This is an optimization exercise on Yosys and OpenROAD, whose aim is small area, not a production implementation. Where RTL was checked, it was by simulation tests only, not by an equivalence proof against the original. The RTL of runs 2 to 4 was laid out without a check of its function. Power is estimated from default activity; no workload was simulated.

$ cat design.v
module my_fifo #(
                   parameter DATA_W           = 128      ,         
                   parameter DEPTH            = 16     ,         
                   parameter UPP_TH           = 4      ,         
                   parameter LOW_TH           = 2                
                )
                (
                   input                   clk         ,         
                   input                   rstn        ,         
                   input                   i_wren      ,         
                   input  [DATA_W - 1 : 0] i_wrdata    ,         
                   output                  o_alm_full  ,         
                   output                  o_full      ,         
                   input                   i_rden      ,         
                   output [DATA_W - 1 : 0] o_rddata    ,         
                   output                  o_alm_empty ,         
                   output                  o_empty               
                );
logic [DATA_W - 1        : 0] data_rg [DEPTH] ;         
logic [$clog2(DEPTH) - 1 : 0] wrptr_rg        ;         
logic [$clog2(DEPTH) - 1 : 0] rdptr_rg        ;         
logic [$clog2(DEPTH)     : 0] dcount_rg       ;         
logic                         wren_s          ;         
logic                         rden_s          ;         
logic                         full_s          ;         
logic                         empty_s         ;         
always @ (posedge clk) begin
   if (!rstn) begin      
      for (int i = 0; i < DEPTH; i++) begin
         data_rg[i] <= '0 ;
      end
      wrptr_rg  <= 0              ;
      rdptr_rg  <= 0              ;      
      dcount_rg <= 0              ;
   end
   else begin   
      if (wren_s) begin                          
         data_rg [wrptr_rg] <= i_wrdata ;         
         if (wrptr_rg == DEPTH - 1) begin
            wrptr_rg <= 0               ;         
         end
         else begin
            wrptr_rg <= wrptr_rg + 1    ;         
         end
      end
      if (rden_s) begin         
         if (rdptr_rg == DEPTH - 1) begin
            rdptr_rg <= 0               ;         
         end
         else begin
            rdptr_rg <= rdptr_rg + 1    ;         
         end
      end
      if (wren_s && !rden_s) begin                
         dcount_rg <= dcount_rg + 1 ;
      end                    
      else if (!wren_s && rden_s) begin           
         dcount_rg <= dcount_rg - 1 ;         
      end
   end
end
assign full_s      = (dcount_rg == DEPTH) ? 1'b1 : 0                ; 
assign empty_s     = (dcount_rg == 0    ) ? 1'b1 : 0                ;
assign wren_s      = i_wren & !full_s                               ;  
assign rden_s      = i_rden & !empty_s                              ;
assign o_full      = full_s                          ;
assign o_empty     = empty_s                                        ;
assign o_alm_full  = ((dcount_rg > UPP_TH) ? 1'b1 : 0)              ;
assign o_alm_empty = (dcount_rg < LOW_TH) ? 1'b1 : 0                ;  
assign o_rddata    = data_rg [rdptr_rg]                             ;   
endmodule
$ cat run.sh
#!/bin/bash
# synth_recipe.tcl (not shown) runs the flow's synth.tcl, then flattens the netlist and writes it again
# the make line also repeats each setting of config.mk as NAME=value (left out here)
make -C /OpenROAD-flow-scripts/flow DESIGN_CONFIG=/design/flow/config.mk WORK_HOME=/design/flow/orfs CLKGATE_MAP_FILE= SYNTH_SCRIPT=/design/flow/synth_recipe.tcl finish
$ cat config.mk
export PLATFORM = sky130hd
export DESIGN_NAME = my_fifo
export DESIGN_NICKNAME = my_fifo
export VERILOG_FILES = /design/flow/design.v
export SDC_FILE = /design/flow/constraint.sdc
export NUM_CORES = 4
export LEC_CHECK = 0
export CAP_MARGIN = 20
export CORE_MARGIN = 2
export CORE_UTILIZATION = 45
export PLACE_DENSITY = 0.6
export SLEW_MARGIN = 20
$ cat constraint.sdc
create_clock -name core_clock -period 4.5 [get_ports {clk}]
set_input_delay 0.9000 -clock core_clock [delete_from_list [all_inputs] [get_ports {clk}]]
set_output_delay 0.9000 -clock core_clock [all_outputs]
set_load 0.01 [all_outputs]
==> results of run 1 <==
[power groups by stage]
stage	combinational (mW)	sequential, mW	clock, mW
after floorplan	5.05	22.7	0
after global placement	8.46	22.7	0
after detailed placement	8.48	22.8	0
after CTS	8.56	22.4	17.4
after global routing	8.93	22.4	18.1
final	8.43	22.3	17.1
[cells in the mapped netlist, drive strengths merged]
master | number | share of area [%]
and2 | 2051 | 14
edfxtp | 2048 | 67
mux4 | 512 | 13
clkbuf | 323 | 1.3
a22oi | 216 | 1.8
buf | 209 | 1.4
nand2 | 125 | 0.51
o22ai | 40 | 0.27
nor2 | 37 | 0.15
nand2b | 22 | 0.15
dfxtp | 17 | 0.37
nor3 | 12 | 0.11
ha | 9 | 0.12
inv | 9 | 0.037
a21oi | 8 | 0.044
o21ai | 6 | 0.037
nor4 | 5 | 0.061
nor2b | 4 | 0.027
mux2i | 3 | 0.033
o211ai | 3 | 0.024
xor2 | 3 | 0.029
nand3 | 2 | 0.011
or2 | 2 | 0.014
or3 | 2 | 0.014
a21o | 1 | 0.0082
a311o | 1 | 0.011
a31oi | 1 | 0.0068
fa | 1 | 0.022
nand4b | 1 | 0.0095
o311ai | 1 | 0.0095
o41ai | 1 | 0.0095
or4 | 1 | 0.0082
xnor2 | 1 | 0.0095
[worst paths after layout]
check | from | endpoint | slack [ns] | cells past startpoint
worst max-delay path | register | o_rddata[69] | 0.06 | 5
worst min-delay path | rstn | wrptr_rg[3] | 0.49 | 3
worst max register to register | dcount_rg[0] | dcount_rg[4] | 0.81 | 9
worst min register to register | rdptr_rg[0] | rdptr_rg[0] | 0.54 | 2
[area by class of cell]
cell class | count | share of cell area, %
sequential | 2065 | 59.0
multi-input combinational | 3072 | 26.6
clock buffer | 278 | 5.34
timing repair buffer | 422 | 4.82
tap | 2672 | 3.19
clock inverter | 119 | 1.03
inverter | 9 | 0.0322
antenna | 10 | 0.0239
[cells in the final DEF (no fill, tap or decap), types with 3 or more instances in the layout]
cell type	synthesis	layout
a21oi_1	8	8
a22oi_1	216	216
and2_1	2051	2049
buf_12	0	96
buf_4	100	60
bufinv_16	0	12
clkbuf_1	323	64
clkbuf_16	0	214
clkdlybuf4s50_1	0	262
clkinv_1	0	60
clkinv_16	0	7
clkinv_2	0	29
dfxtp_1	17	13
dfxtp_4	0	3
diode_2	0	10
edfxtp_1	2048	2048
ha_1	9	9
inv_1	9	9
inv_16	0	3
mux2i_1	3	3
mux4_2	512	512
nand2_1	125	125
nand2b_1	22	6
nand2b_4	0	16
nor2_1	37	34
nor2b_4	0	4
nor3_2	8	4
nor3_4	0	8
nor4_4	0	4
o211ai_1	3	3
o21ai_0	4	4
o22ai_1	40	40
xor2_1	3	3
[worst max-delay path: cells and delay by family (launching register included)]
kind                   cells  cell delay (ns)
DFF                        1             0.69
buffers and inverters      2             1.04
and+or+nand+nor            1             0.50
AOI/OAI and AO/OA          1             0.08
muxes                      1             0.26
[layer usage]
metal / share of wire [%] / global-route usage, % / wire [um]
met1: 40 / 35.1 / 106000
met2: 50 / 43.2 / 133000
met3: 7.6 / 3.59 / 20300
met4: 2.3 / 6.84 / 6160
met5: 0.043 / 0 / 115
[kinds of logic after synthesis]
family                   count (synthesis)  synth area share (%)
AND/OR/NAND/NOR                       2264                  15.0
flip-flops                            2065                  67.2
buffers and inverters                  541                  2.80
multiplexers                           515                  12.6
AO/OA/AOI/OAI                          278                  2.18
adder cells (fa/ha/maj)                 10                 0.144
XOR/XNOR                                 4                0.0381
[metrics by stage]
step / area (um^2) / instances / total power [mW] / hold slack, ns / setup TNS [ns]
global route: 105000 / 8643 / 49.4 / 0.468 / 0
finish: 105000 / 8647 / 47.9 / 0.488 / 0
detailed placement: 98000 / 8232 / 31.3 / 0.525 / 0
global placement: 98000 / 8232 / 31.2 / 0.518 / 0
floorplan: 92000 / 5677 / 27.8 / 0.472 / -884.03
CTS: 105000 / 8635 / 48.3 / 0.418 / 0
[state kept, by name, indices dropped and copies added (netlist names), named ones only]
register	cells
data_rg	2048
rdptr_rg	4
dcount_rg	5
wrptr_rg	4
[timing repair]
item,in CTS,in global routing
gates resized for setup,3,3
buffers inserted,5,2
pin swaps,1,0
gates cloned,1,0
setup endpoints to repair,47,4
==> impl_metrics.json, run 1 <==
{
  "p_per_area_nw_per_um2": 457,
  "hpwl_um": 129000,
  "initial_core_util_pct": 45.4,
  "fin_util_pct": 51.7,
  "wl_per_cell_um": 30.8,
  "wl_um": 266000,
  "cts_inserted_buffers": 213,
  "cp.arrival_ns": 3.54,
  "cp_max_fo": 43,
  "cts_tree": "yes",
  "hp-class": "in2reg",
  "maxSlewHeadroom_pct": 29.4,
  "fmax_ghz": 0.225,
  "htreeDepth": 4,
  "path_class": "reg2out",
  "ys_seq_elements": 2065,
  "drtIter0Drc": 5955,
  "track_usage_pct": 25.7,
  "grt_max_degree": 129,
  "fin_crit_ns": 4.44,
  "multi_input_area_um2": 27800,
  "pre_cts_ws_ns": 0.773,
  "nets": 5925,
  "fin_crit_sh_pct": 98.7,
  "drive_above_1_share_pct": 16.7,
  "avgSynthCellArea_um2": 16.2,
  "antenna_found_initial": 38,
  "postRouteAntennaNets": 0,
  "vias": 50460,
  "die_h_um": 456,
  "rsz0062_at_grt": "false",
  "grt_pass1_vias": 52400,
  "yosysWarnings": 1,
  "drt_pass1_iterations": 6,
  "ys_seq_area_share_pct": 67.2,
  "ir_drop_mv": 0.365,
  "area_growth_pct": 14.0,
  "gp_congestion": 0.742,
  "cts_hold_buf": 0,
  "nFillCells": 16352,
  "viasPerCell": 5.84,
  "syn_nets": 5819,
  "start_kind": "register",
  "insertion_delay_ns": 0.88,
  "required_ns": 3.60,
  "synth_cells": 5677,
  "die_w_um": 456,
  "hold_viol": 0,
  "power_frac_seq_pct": 46.7,
  "crit_slowest_cell": "dfxtp_4",
  "max-clock-path-buffers": 3,
  "core_area_um2": 203000,
  "status": "timing/DRC/antenna clean",
  "cts.clk_slew.worst_paths_ns": 0.06,
  "cap_viol_max_count": 0,
  "worst_slack_ns": 0.0594,
  "gr-total-overflow": 0,
  "slowest_delay_ns": 0.69,
  "path_cells": "buf_12 -> mux4_2 -> o22ai_1 -> nor2_1 -> clkdlybuf4s50_1",
  "cts_root_buffer": "clkbuf_16",
  "worst_slew_pin_slew_ns": 1.06,
  "fin_skew_ns": 0.0480,
  "port_buffers": 263,
  "internal_power_mw": 35.5,
  "syn_area_um2": 92000,
  "drv_slew": 0,
  "grt_pass1_wl_um": 385000,
  "clockPowerShare_pct": 35.8,
  "switching_share_pct": 25.8,
  "ios": 264,
  "crit_path_end_kind": "primary output",
  "setup_viol": 0,
  "route.detailed.drc": 0,
  "combinationalPowerShare_pct": 17.6,
  "synth_cell_types": 40,
  "cts.sinks": 2065,
  "dieArea_um2": 208000,
  "net-switching-power_mw": 12.4,
  "seq_area_um2": 61900,
  "row_count": 165,
  "power_leakage_nw": 37.2
}
==> run 2, diff against run 1 <==
==> design.v (replaced) <==
module my_fifo #(
                   parameter DATA_W           = 128      ,
                   parameter DEPTH            = 16     ,
                   parameter UPP_TH           = 4      ,
                   parameter LOW_TH           = 2
                )
                (
                   input                   clk         ,
                   input                   rstn        ,
                   input                   i_wren      ,
                   input  [DATA_W - 1 : 0] i_wrdata    ,
                   output                  o_alm_full  ,
                   output                  o_full      ,
                   input                   i_rden      ,
                   output [DATA_W - 1 : 0] o_rddata    ,
                   output                  o_alm_empty ,
                   output                  o_empty
                );
logic [DATA_W - 1        : 0] data_rg [DEPTH] ;
logic [DEPTH - 1         : 0] wrsel_rg        ;         
logic [DEPTH - 1         : 0] wrseln_rg       ;         
logic [DEPTH - 1         : 0] rdsel_rg        ;         
logic [$clog2(DEPTH)     : 0] dcount_rg       ;
logic [DATA_W - 1        : 0] rd_s            ;
logic [DEPTH - 1         : 0] we_s, hold_s    ;
logic wren_s, rden_s, full_s, empty_s;
assign we_s   = wrsel_rg & {DEPTH{wren_s}};
assign hold_s = wrseln_rg | {DEPTH{!wren_s}};
always @ (posedge clk) begin
   for (int i = 0; i < DEPTH; i++)
      data_rg[i] <= ({DATA_W{we_s[i]}} & i_wrdata) | ({DATA_W{hold_s[i]}} & data_rg[i]);
end
always @ (posedge clk) begin
   if (!rstn) begin
      wrsel_rg  <= 1;
      wrseln_rg <= ~1;
      rdsel_rg  <= 1;
      dcount_rg <= 0;
   end
   else begin
      if (wren_s) begin
         wrsel_rg  <= {wrsel_rg[DEPTH-2:0], wrsel_rg[DEPTH-1]};
         wrseln_rg <= {wrseln_rg[DEPTH-2:0], wrseln_rg[DEPTH-1]};
      end
      if (rden_s) rdsel_rg <= {rdsel_rg[DEPTH-2:0], rdsel_rg[DEPTH-1]};
      if (wren_s && !rden_s)      dcount_rg <= dcount_rg + 1'b1;
      else if (!wren_s && rden_s) dcount_rg <= dcount_rg - 1'b1;
   end
end
assign full_s      = (dcount_rg == DEPTH);
assign empty_s     = (dcount_rg == 0);
assign wren_s      = i_wren & !full_s & rstn;
assign rden_s      = i_rden & !empty_s;
assign o_full      = full_s;
assign o_empty     = empty_s;
assign o_alm_full  = (dcount_rg > UPP_TH);
assign o_alm_empty = (dcount_rg < LOW_TH);
always_comb begin
   rd_s = '0;
   for (int i = 0; i < DEPTH; i++) rd_s = rd_s | ({DATA_W{rdsel_rg[i]}} & data_rg[i]);
end
assign o_rddata    = rd_s;
endmodule
--- a/config.mk
+++ b/config.mk
@@ -8,5 +8,5 @@
 export CAP_MARGIN = 20
 export CORE_MARGIN = 2
-export CORE_UTILIZATION = 45
-export PLACE_DENSITY = 0.6
+export CORE_UTILIZATION = 65
+export PLACE_DENSITY = 0.75
 export SLEW_MARGIN = 20
==> run 2 against run 1 <==
Still clean. Non-clock buffer count rose by 13. Combinational power fell by 13%. Synthesized cell count rose by 12%. Critical path type unchanged. Critical endpoint is now o_rddata[1]. Highest routed layer unchanged.
==> impl_metrics.json, run 2 <==
{
  "hp-class": "reg2reg",
  "grt_max_degree": 98,
  "maxSlewHeadroom_pct": 17.1,
  "synth_flop_cell": "dfxtp_1",
  "syn_nets": 6522,
  "yosys.area.top_type": "dfxtp_1",
  "drv_slew": 0,
  "path_cells": "buf_4 -> a221oi_1 -> nand4_1 -> clkdlybuf4s50_1",
  "synth.most_common_cell": "a22o_1",
  "cp.arrival_ns": 3.52,
  "cts_hold_buf": 0,
  "avgSynthCellArea_um2": 11.8,
  "hold_viol": 0,
  "row_count": 125,
  "start_kind": "register",
  "drive_above_1_share_pct": 8.64,
  "slowest_delay_ns": 1.08,
  "post_cts_buffers": 0,
  "setup_viol": 0,
  "grt_pass1_vias": 59921,
  "whs_ns": 0.450,
  "p_total_mw": 47.0,
  "required_ns": 3.60,
  "cp_max_fo": 46,
  "worst_slack_ns": 0.0767,
  "drt_pass1_iterations": 8,
  "route.detailed.drc": 0,
  "track_usage_pct": 44.5,
  "top_register": "data_rg",
  "cap_viol_max_count": 0,
  "place_area_um2": 77900,
  "cts.sinks": 2101,
  "switching_share_pct": 25.4,
  "gr-total-overflow": 0,
  "synth_cell_types": 32,
  "dieArea_um2": 119000,
  "cts.clk_slew.worst_paths_ns": 0.06,
  "ios": 264,
  "fin_crit_ns": 4.42,
  "pre_cts_ws_ns": 0.893,
  "path_class": "reg2out",
  "synth_edf_count": 0,
  "die_w_um": 345,
  "largest_reg_flops": 2048,
  "fin_skew_ns": 0.0231,
  "crit_slowest_cell": "dfxtp_4",
  "wl_per_cell_um": 35.3,
  "viasPerCell": 7.98,
  "fmax_ghz": 0.226,
  "gp_congestion": 0.831,
  "status": "timing/DRC/antenna clean",
  "internal_power_mw": 35.1,
  "core_area_um2": 116000,
  "ys_seq_elements": 2101,
  "synth_commonest_cells": "a22o_1 (2,560), dfxtp_1 (2,101), a221oi_1 (512)",
  "power_frac_seq_pct": 47.2,
  "tns_ns": 0,
  "synth_area_leaders": "dfxtp_1 (56%), a22o_1 (30%), a221oi_1 (5.9%)",
  "ir_drop_mv": 0.445,
  "fin_crit_sh_pct": 98.3,
  "insertion_delay_ns": 0.83,
  "die_h_um": 345,
  "yosysTopAreaCellShare_pct": 55.7,
  "synth_cells": 6385,
  "final_cell_area_um2": 84700,
  "p_per_area_nw_per_um2": 555,
  "ys_seq_area_share_pct": 55.7,
  "power_leakage_nw": 32.7,
  "combinationalPowerShare_pct": 15.6,
  "vias": 62047,
  "final_cell_mix": "a22o_1 (2,560), dfxtp_1 (2,085), a221oi_1 (512)",
  "drtIter0Drc": 8908,
  "syn_area_um2": 75500,
  "cts_tree": "yes",
  "clockPowerShare_pct": 37.2,
  "yosysWarnings": 2,
  "mostFrequentLayoutCell": "a22o_1",
  "async_reset_ff_share_pct": 0,
  "wl_um": 275000,
  "crit_path_end_kind": "primary output",
  "ctsResizeCount": 0,
  "area_growth_pct": 12.3,
  "nets": 6218,
  "postRouteAntennaNets": 0,
  "htreeDepth": 4,
  "antenna_found_initial": 26,
  "grt_pass1_wl_um": 399000,
  "max-clock-path-buffers": 3,
  "rsz0062_at_grt": "false",
  "hpwl_um": 134000,
  "worst_slew_pin_slew_ns": 1.24,
  "cts_root_buffer": "clkbuf_16",
  "cts_inserted_buffers": 199,
  "port_buffers": 263,
  "net-switching-power_mw": 12.0,
  "initial_core_util_pct": 65.2
}
## run 2: stage by stage
step	utilization, %	std cells
floorplan	-	6385
global placement	67.3	7404
detailed placement	67.3	7404
CTS	73.2	7753
global route	73.2	7766
finish	73.2	7771
## run 2: cells by family after synthesis
group,synth area share [%]
mux,0.265
buf+inv,6.16
xor+xnor,0.0232
flops,55.7
fa+ha+maj,0.0929
compound gates,36.0
simple gates,1.69
## run 2: per-layer routing
metal	track usage [%]	up-vias	part of all wire [%]
li1	-	24933	-
met1	60.1	30833	37
met2	66.4	5099	43
met3	11.5	1160	14
met4	22.3	22	5.4
met5	0	-	0.048
## run 2: worst max-delay path: cells and delay by family (launching register included)
kind,cells,cell delay [ns]
compound gates,1,0.17
buf+inv,2,1.05
flops,1,1.08
simple gates,1,0.36
## run 2: layout make-up
type | count | area, um^2
Antenna cell | 18 | 45.0
Multi-Input combinational cell | 3340 | 28900
Clock buffer | 291 | 5970
Tap cell | 1524 | 1910
Inverter | 4 | 15.0
Fill cell | 7955 | 31000
Sequential cell | 2101 | 42100
Clock inverter | 58 | 811
Timing Repair Buffer | 435 | 4960
## run 2: final timing paths
kind | start | to | slack, ns | cells past startpoint
setup / recovery | rdsel_rg[6] | o_rddata[1] | 0.08 | 4
hold / removal | wrsel_rg[2] | wrsel_rg[2] | 0.45 | 1
hold reg to reg | wrsel_rg[2] | wrsel_rg[2] | 0.45 | 1
setup reg to reg | dcount_rg[0] | data_rg[13][112] | 1.36 | 6
## run 2: power groups by stage
stage                     Sequential, mW  Clock, mW  Combinational (mW)
after floorplan                     22.0          0                4.51
after global placement              22.4          0                7.02
after detailed placement            22.5          0                7.14
after CTS                           22.1       17.4                7.19
after global routing                22.4       18.2                7.71
final                               22.2       17.5                7.32
==> run 3, diff against run 2 <==
--- a/config.mk
+++ b/config.mk
@@ -9,4 +9,6 @@
 export CORE_MARGIN = 2
 export CORE_UTILIZATION = 65
+export CTS_BUF_LIST = sky130_fd_sc_hd__clkbuf_2 sky130_fd_sc_hd__clkbuf_4
+export CTS_CLUSTER_SIZE = 20
 export PLACE_DENSITY = 0.75
 export SLEW_MARGIN = 20
==> run 3 against run 2 <==
Area after synthesis is the same. Clock power decreased by about 10%. Count of clock-buffer cells in the layout grew 463. Die area is the same. Worst hold slack lost 0.0013 ns. Global-route usage rose by 0.99 points. First-iteration DRC count increased by 4.4%. Via count is 3.8% higher. Fmax shrank 1.1%. Sequential share of layout area about the same. Critical endpoint is now o_rddata[14]. Largest cell class unchanged. Highest routed layer unchanged.
==> impl_metrics.json, run 3 <==
{
  "worst_path_dominant_cell_family": "buffers and inverters",
  "insertion_delay_ns": 1.30,
  "required_ns": 3.60,
  "mostFrequentLayoutCell": "a22o_1",
  "cts.sinks": 2101,
  "area_growth_pct": 12.2,
  "cts_hold_buf": 0,
  "ys_seq_elements": 2101,
  "vias": 64412,
  "wl_per_cell_um": 33.7,
  "path_cells": "buf_6 -> a22o_1 -> a221oi_1 -> nand4_1 -> clkdlybuf4s50_1",
  "fin_skew_ns": 0.0860,
  "fin_crit_sh_pct": 99.4,
  "port_buffers": 263,
  "yosysTopAreaCellShare_pct": 55.7,
  "wl_um": 281000,
  "cts_root_buffer": "clkbuf_4",
  "track_usage_pct": 45.5,
  "avgSynthCellArea_um2": 11.8,
  "syn_nets": 6522,
  "die_w_um": 345,
  "fin_util_pct": 73.1,
  "ios": 264,
  "cts_inserted_buffers": 543,
  "status": "timing/DRC/antenna clean",
  "largest_reg_flops": 2048,
  "synth_cell_types": 32,
  "setup_viol": 0,
  "async_reset_ff_share_pct": 0,
  "syn_area_um2": 75500,
  "synth.most_common_cell": "a22o_1",
  "tns_ns": 0,
  "grt_max_degree": 98,
  "gr-total-overflow": 0,
  "top_register": "data_rg",
  "viasPerCell": 7.74,
  "synth_commonest_cells": "a22o_1 (2,560), dfxtp_1 (2,101), a221oi_1 (512)",
  "fin_crit_ns": 4.47,
  "htreeDepth": 6,
  "crit_path_end_kind": "primary output",
  "ys_seq_area_share_pct": 55.7,
  "cap_viol_max_count": 0,
  "slowest_delay_ns": 0.80,
  "yosys.area.top_type": "dfxtp_1",
  "worst_slew_pin_slew_ns": 1.25,
  "route.detailed.drc": 0,
  "max-clock-path-buffers": 4,
  "drt_pass1_iterations": 6,
  "drive_above_1_share_pct": 15.2,
  "hpwl_um": 134000,
  "drtIter0Drc": 9296,
  "fmax_ghz": 0.224,
  "cts.clk_slew.worst_paths_ns": 0.07,
  "synth_area_leaders": "dfxtp_1 (56%), a22o_1 (30%), a221oi_1 (5.9%)",
  "core_area_um2": 116000,
  "worst_slack_ns": 0.0275,
  "path_buf_inv": 2,
  "p_per_area_nw_per_um2": 535,
  "hp-class": "in2reg",
  "dieArea_um2": 119000,
  "synth_edf_count": 0,
  "ir_drop_mv": 0.494,
  "grt_pass1_vias": 62937,
  "start_kind": "register",
  "cp.arrival_ns": 3.57,
  "die_h_um": 345,
  "yosysWarnings": 2,
  "nets": 6577,
  "synth_flop_cell": "dfxtp_1",
  "cts_tree": "yes",
  "synth_cells": 6385,
  "power_leakage_nw": 33.3,
  "path_class": "reg2out",
  "initial_core_util_pct": 65.2,
  "drv_slew": 0,
  "cp_max_fo": 25,
  "gp_congestion": 0.831,
  "maxSlewHeadroom_pct": 16.7,
  "row_count": 125,
  "grt_pass1_wl_um": 408000,
  "crit_slowest_cell": "dfxtp_4",
  "final_cell_mix": "a22o_1 (2,560), dfxtp_1 (2,085), clkbuf_4 (754)",
  "antenna_found_initial": 30,
  "pre_cts_ws_ns": 0.893,
  "hold_viol": 0,
  "postRouteAntennaNets": 0
}
[run 3: per-layer routing]
metal,GRT usage (%),vias to the layer above,routed length (um)
li1,-,25974,-
met4,23.8,16,15100
met5,0,-,106
met3,13.4,1199,43200
met2,67.5,5646,120000
met1,60.3,31577,103000
[run 3: timing repair]
action / CTS / global route
gates cloned: 0 / 0
setup endpoints to repair: 121 / 10
resized for setup: 4 / 7
pin swaps: 3 / 6
buffers inserted: 12 / 2
[run 3: metrics by stage]
step | hold slack, ns | area [um^2] | cells | total power, mW
3_3_place_gp | 0.433 | 77900 | 7404 | 29.4
2_1_floorplan | 0.427 | 75500 | 6385 | 26.5
6_report | 0.449 | 84600 | 8327 | 45.3
3_5_place_dp | 0.439 | 77900 | 7404 | 29.6
5_1_grt | 0.410 | 84600 | 8322 | 46.9
4_1_cts | 0.354 | 84500 | 8296 | 45.1
[run 3: worst reg2reg max path, cell delays in order (launching register included)]
cell      delay, ns
dfxtp_1        0.36
or4_4          0.60
o211a_4        0.43
nand2b_4       0.19
buf_4          0.68
buf_4          0.60
a22o_1         0.26
[run 3: path summary, 6_finish.rpt]
| check | startpoint | cells after the start | endpoint | slack [ns] |
|---|---|---|---|---|
| worst max-delay path | rdsel_rg[15] | 5 | o_rddata[14] | 0.03 |
| worst min-delay path | rstn | 3 | rdsel_rg[0] | 0.45 |
| worst max register to register | dcount_rg[0] | 6 | data_rg[13][110] | 1.33 |
| worst min register to register | wrsel_rg[9] | 1 | wrsel_rg[9] | 0.45 |
[run 3: power by group]
group	leakage [nW]	switching, mW	internal, mW
registers	17.1	1.33	20.8
logic	12.4	3.41	4.01
clock network	3.83	7.65	8.09
[run 3: kinds of logic (layout without fill, tap and decap cells)]
logic type | after synthesis | count (layout) | synth area share (%)
other cells | 0 | 28 | 0
compound gates | 3111 | 3111 | 36.0
mux | 20 | 20 | 0.265
buf+inv | 944 | 1334 | 6.16
fa+ha+maj | 5 | 5 | 0.0929
xor+xnor | 2 | 2 | 0.0232
simple gates | 202 | 202 | 1.69
flops | 2101 | 2101 | 55.7
[run 3: final cells by class]
cell class                 count  area [um^2]
timing repair buffer         450         5310
inverter                       4         15.0
sequential                  2101        42100
antenna                       28         70.1
clock inverter               126          674
clock buffer                 754         5660
multi-input combinational   3340        28900
fill                        8225        31100
tap                         1524         1910
==> run 4, diff against run 3 <==
==> design.v (replaced) <==
module my_fifo #(
                   parameter DATA_W           = 128      ,         
                   parameter DEPTH            = 16     ,         
                   parameter UPP_TH           = 4      ,         
                   parameter LOW_TH           = 2                
                )
                (
                   input                   clk         ,
                   input                   rstn        ,
                   input                   i_wren      ,
                   input  [DATA_W - 1 : 0] i_wrdata    ,
                   output                  o_alm_full  ,
                   output                  o_full      ,
                   input                   i_rden      ,
                   output [DATA_W - 1 : 0] o_rddata    ,
                   output                  o_alm_empty ,
                   output                  o_empty
                );
localparam NS = DEPTH - 1;
logic [DATA_W - 1        : 0] head_rg         ;         
logic [DATA_W - 1        : 0] mem_rg [NS]     ;         
logic [NS - 1            : 0] wrsel_rg        ;         
logic [NS - 1            : 0] wrseln_rg       ;         
logic [NS - 1            : 0] rdsel_rg        ;         
logic [$clog2(DEPTH)     : 0] dcount_rg       ;         
logic wren_s, rden_s, full_s, empty_s, one_s;
logic ld_wr_s, ld_mem_s, hold_head_s, wr_mem_s;
logic [NS - 1 : 0] we_s, hold_s, rs_s;
logic [DATA_W - 1 : 0] head_nx_s;
assign full_s   = (dcount_rg == DEPTH);
assign empty_s  = (dcount_rg == 0);
assign one_s    = (dcount_rg == 1);
assign wren_s   = i_wren & !full_s & rstn;
assign rden_s   = i_rden & !empty_s;
assign ld_wr_s     = wren_s & (empty_s | (one_s & i_rden));
assign ld_mem_s    = rden_s & !one_s;
assign hold_head_s = !(ld_wr_s | ld_mem_s);
assign wr_mem_s    = wren_s & !ld_wr_s;
assign we_s   = wrsel_rg & {NS{wr_mem_s}};
assign hold_s = wrseln_rg | {NS{!wr_mem_s}};
assign rs_s   = rdsel_rg & {NS{ld_mem_s}};
always @ (posedge clk) begin
   for (int i = 0; i < NS; i++)
      mem_rg[i] <= ({DATA_W{we_s[i]}} & i_wrdata) | ({DATA_W{hold_s[i]}} & mem_rg[i]);
end
always_comb begin
   head_nx_s = ({DATA_W{ld_wr_s}} & i_wrdata) | ({DATA_W{hold_head_s}} & head_rg);
   for (int i = 0; i < NS; i++) head_nx_s = head_nx_s | ({DATA_W{rs_s[i]}} & mem_rg[i]);
end
always @ (posedge clk) head_rg <= head_nx_s;
always @ (posedge clk) begin
   if (!rstn) begin
      wrsel_rg  <= 1;
      wrseln_rg <= ~1;
      rdsel_rg  <= 1;
      dcount_rg <= 0;
   end
   else begin
      if (wr_mem_s) begin
         wrsel_rg  <= {wrsel_rg[NS-2:0], wrsel_rg[NS-1]};
         wrseln_rg <= {wrseln_rg[NS-2:0], wrseln_rg[NS-1]};
      end
      if (ld_mem_s) rdsel_rg <= {rdsel_rg[NS-2:0], rdsel_rg[NS-1]};
      if (wren_s && !rden_s)      dcount_rg <= dcount_rg + 1'b1;
      else if (!wren_s && rden_s) dcount_rg <= dcount_rg - 1'b1;
   end
end
assign o_full      = full_s;
assign o_empty     = empty_s;
assign o_alm_full  = (dcount_rg > UPP_TH);
assign o_alm_empty = (dcount_rg < LOW_TH);
assign o_rddata    = head_rg;
endmodule
==> flow/run.sh (new file) <==
#!/bin/bash
# Standard ORFS layout, with smaller port buffers and a clock tree without dummy loads.
set -euo pipefail
cat >> config.mk <<'EOF'
export BUFFER_PORTS_ARGS = -buffer_cell sky130_fd_sc_hd__buf_1
export CTS_ARGS = -sink_clustering_enable -repair_clock_nets -dont_use_dummy_load -buf_list {sky130_fd_sc_hd__clkbuf_2 sky130_fd_sc_hd__clkbuf_4 sky130_fd_sc_hd__clkbuf_8} -root_buf sky130_fd_sc_hd__clkbuf_8
EOF
bash standard.sh > standard.log 2>&1
==> standard.sh (new file) <==
#!/bin/bash
# synth_recipe.tcl (not shown) runs the flow's synth.tcl, then flattens the netlist and writes it again
# the make line also repeats each setting of config.mk as NAME=value (left out here)
make -C /OpenROAD-flow-scripts/flow DESIGN_CONFIG=/design/flow/config.mk WORK_HOME=/design/flow/orfs CLKGATE_MAP_FILE= SYNTH_SCRIPT=/design/flow/synth_recipe.tcl "${@:-finish}"
--- a/config.mk
+++ b/config.mk
@@ -9,6 +9,6 @@
 export CORE_MARGIN = 2
 export CORE_UTILIZATION = 65
-export CTS_BUF_LIST = sky130_fd_sc_hd__clkbuf_2 sky130_fd_sc_hd__clkbuf_4
-export CTS_CLUSTER_SIZE = 20
 export PLACE_DENSITY = 0.75
 export SLEW_MARGIN = 20
+export BUFFER_PORTS_ARGS = -buffer_cell sky130_fd_sc_hd__buf_1
+export CTS_ARGS = -sink_clustering_enable -repair_clock_nets -dont_use_dummy_load -buf_list {sky130_fd_sc_hd__clkbuf_2 sky130_fd_sc_hd__clkbuf_4 sky130_fd_sc_hd__clkbuf_8} -root_buf sky130_fd_sc_hd__clkbuf_8
removed: run.sh
==> run 4 against run 3 <==
Sequential power is essentially flat. Final cell count shrank 6.8%. Critical path depth decreased by 2. Wire length shrank 6.5%. Die area is 1.1% lower. Utilization decreased by 2.5 points. Synthesized cell count rose by 0.83%. Worst hold slack worse by 0.18 ns. Via count fell by 4.1%. Global-route usage fell by 2.4 points. Sequential share of layout area grew 2.5 points.
==> impl_metrics.json, run 4 <==
{
  "port_buffers": 263,
  "power_leakage_nw": 29.8,
  "cts_root_buffer": "clkbuf_8",
  "synth_commonest_cells": "a22o_1 (2,136), dfxtp_1 (2,098), clkbuf_1 (512)",
  "p_per_area_nw_per_um2": 534,
  "hp-class": "in2reg",
  "fin_skew_ns": 0.0755,
  "seq_area_um2": 42100,
  "synth_cells": 6438,
  "cts.clk_slew.worst_paths_ns": 0.06,
  "dieArea_um2": 118000,
  "max-clock-path-buffers": 4,
  "viasPerCell": 7.96,
  "synth_flop_cell": "dfxtp_1",
  "grt_pass1_vias": 59979,
  "grt_util_met1_pct": 56.6,
  "area_growth_pct": 7.89,
  "pre_cts_ws_ns": 1.06,
  "synth.most_common_cell": "a22o_1",
  "cap_viol_max_count": 0,
  "async_reset_ff_share_pct": 0,
  "synth_edf_count": 0,
  "post_cts_buffers": 0,
  "rsz0062_at_grt": "false",
  "ios": 264,
  "p_total_mw": 43.0,
  "power_frac_seq_pct": 51.2,
  "initial_core_util_pct": 65.4,
  "worst_slew_pin_slew_ns": 1.23,
  "die_h_um": 343,
  "largest_reg_flops": 1920,
  "drtIter0Drc": 9166,
  "clockPowerShare_pct": 30.7,
  "crit_path_end_kind": "primary output",
  "drive_above_1_share_pct": 8.78,
  "drt_pass1_iterations": 8,
  "track_usage_pct": 43.2,
  "vias": 61792,
  "gr-total-overflow": 0,
  "cp.arrival_ns": 2.63,
  "grt.met3_usage_pct": 10.9,
  "ir_drop_mv": 0.673,
  "antenna_found_initial": 27,
  "switching_share_pct": 29.1,
  "nets": 6380,
  "ctsResizeCount": 0,
  "cp_max_fo": 20,
  "row_count": 124,
  "fin_crit_sh_pct": 78.4,
  "cts.sinks": 2098,
  "internal_power_mw": 30.5,
  "wl_per_cell_um": 33.8,
  "yosysWarnings": 2,
  "route.detailed.drc": 0,
  "ys_seq_area_share_pct": 56.3,
  "use_met2_pct": 65.6,
  "final_cell_mix": "a22o_1 (2,136), dfxtp_1 (2,083), a22oi_1 (336)",
  "start_kind": "register",
  "postRouteAntennaNets": 0,
  "tns_ns": 0,
  "grt_max_degree": 130,
  "nFillCells": 8255,
  "grt_pass1_wl_um": 388000,
  "syn_area_um2": 74600,
  "yosysTopAreaCellShare_pct": 56.3,
  "wl_um": 263000,
  "yosys.area.top_type": "dfxtp_1",
  "fin_crit_ns": 3.53,
  "status": "timing/DRC/antenna clean",
  "synth_area_leaders": "dfxtp_1 (56%), a22o_1 (25%), a22oi_1 (3.4%)",
  "path_class": "reg2out",
  "mostFrequentLayoutCell": "a22o_1",
  "multi_input_area_um2": 28800,
  "avgSynthCellArea_um2": 11.6,
  "htreeDepth": 5,
  "hpwl_um": 128000,
  "die_w_um": 343,
  "reg_top3": "mem_rg x1920, head_rg x128",
  "cts_tree": "yes",
  "synth_cell_types": 45,
  "fmax_ghz": 0.283,
  "gp_congestion": 0.800,
  "fin_util_pct": 70.6,
  "ys_seq_elements": 2098,
  "combinationalPowerShare_pct": 18.1,
  "core_area_um2": 114000,
  "top_register": "mem_rg",
  "busiest_layer": "met2",
  "syn_nets": 6575,
  "drv_slew": 0,
  "required_ns": 3.60,
  "setup_viol": 0,
  "cts_inserted_buffers": 333,
  "maxSlewHeadroom_pct": 17.7,
  "insertion_delay_ns": 1.00,
  "cts_hold_buf": 0,
  "net-switching-power_mw": 12.5,
  "hold_viol": 0,
  "worst_slack_ns": 0.971
}
run 4: cell types whose count changed after synthesis, sizes merged, moves of 19 or more:
cell / change
mux2i: -19
clkbuf: +164
buf: -151
a22oi: +336
and3: +88
a31oi: +128
a22o: -424
a222oi: +128
a221oi: -296
nand4: -126
a221o: +128
nand2: +41
and4: +40
run 4: kinds of logic (layout without fill, tap and decap cells):
family / Yosys count / in the layout / share of synthesized area [%]
compound gates: 3157 / 3157 / 36.4
xor+xnor: 4 / 4 / 0.0470
fa+ha+maj: 5 / 5 / 0.0838
buf+inv: 957 / 760 / 5.38
flops: 2098 / 2098 / 56.3
mux: 1 / 1 / 0.0134
other cells: 0 / 10 / 0
simple gates: 216 / 216 / 1.79
run 4: critical path, cell delays in order, from the launching register on:
cell,delay (ns)
dfxtp_1,0.49
or3_1,0.88
nor2_1,0.12
buf_1,0.17
run 4: layout make-up:
class | instances | share of cell area (%)
flip-flops and latches | 2098 | 52.2
multi-input cells | 3383 | 35.8
clock buffers | 333 | 5.69
repair buffers | 423 | 3.91
well taps | 1512 | 2.35
diodes | 10 | 0.0311
inverters | 4 | 0.0187
run 4: routing by layer:
metal,up-vias,part of all wire (%)
met5,-,0.093
met4,36,5.3
met3,1067,13
met2,4879,44
met1,30600,37
li1,25210,-
run 4: per-stage QoR:
stage          cell area, um^2  hold slack, ns  std cells
3_5_place_dp             75900           0.463       7419
3_3_place_gp             75900           0.460       7419
2_1_floorplan            74600           0.438       6438
4_1_cts                  80400           0.200       7752
6_report                 80500           0.273       7763
5_1_grt                  80500           0.264       7761
run 4: power by group through the flow:
stage	Sequential, mW	Combinational, mW	Clock [mW]
detailed placement	22.3	7.58	0
CTS	22.0	7.61	13.2
floorplan	22.0	5.03	0
global placement	22.2	7.42	0
global route	22.2	8.19	13.9
finish	22.0	7.77	13.2
run 4: path summary, 6_finish.rpt:
kind,start,depth (start not counted),slack (ns),end
worst max register to register,dcount_rg[0],9,1.07,mem_rg[14][96]
worst max-delay path,dcount_rg[2],3,0.97,o_alm_empty
worst min register to register,mem_rg[13][123],1,0.48,mem_rg[13][123]
worst min-delay path,rstn,2,0.27,dcount_rg[2]

[what the ideal ports hide]
How much do the figures lean on ideal ports? The routed layouts below were timed once more, with nothing changed but the port constraints.
Step 1: set_driving_cell puts a clkbuf_16 on clk and a buf_2 on each other input, an assumption about the parent block.
Step 2 moves the port delays by t, midway between the first and last clock arrival at a register: inputs arrive t later, outputs are due t later. That takes back most of the time a late clock gives input paths.
Slacks: ideal / step 1 / step 2; pairs: ideal / step 1.
run | t (ns) | setup WS [ns] | latest minus earliest clock arrival (ns) | slew at the worst register clock pin (ns) | worst data-port slew with drivers (ns)
run 1 | 0.950 | 0.059 / -0.035 / 0.810 | 0.051 / 0.052 | 0.07 / 0.07 | 0.21
run 2 | 0.895 | 0.077 / 0.002 / 0.878 | 0.031 / 0.031 | 0.07 / 0.07 | 0.20
run 3 | 1.316 | 0.028 / -0.043 / 0.856 | 0.118 / 0.117 | 0.08 / 0.08 | 0.21
run 4 | 1.042 | 0.971 / 0.893 / 0.991 | 0.082 / 0.081 | 0.07 / 0.07 | 0.17
After both steps setup and hold are still met in every run listed.
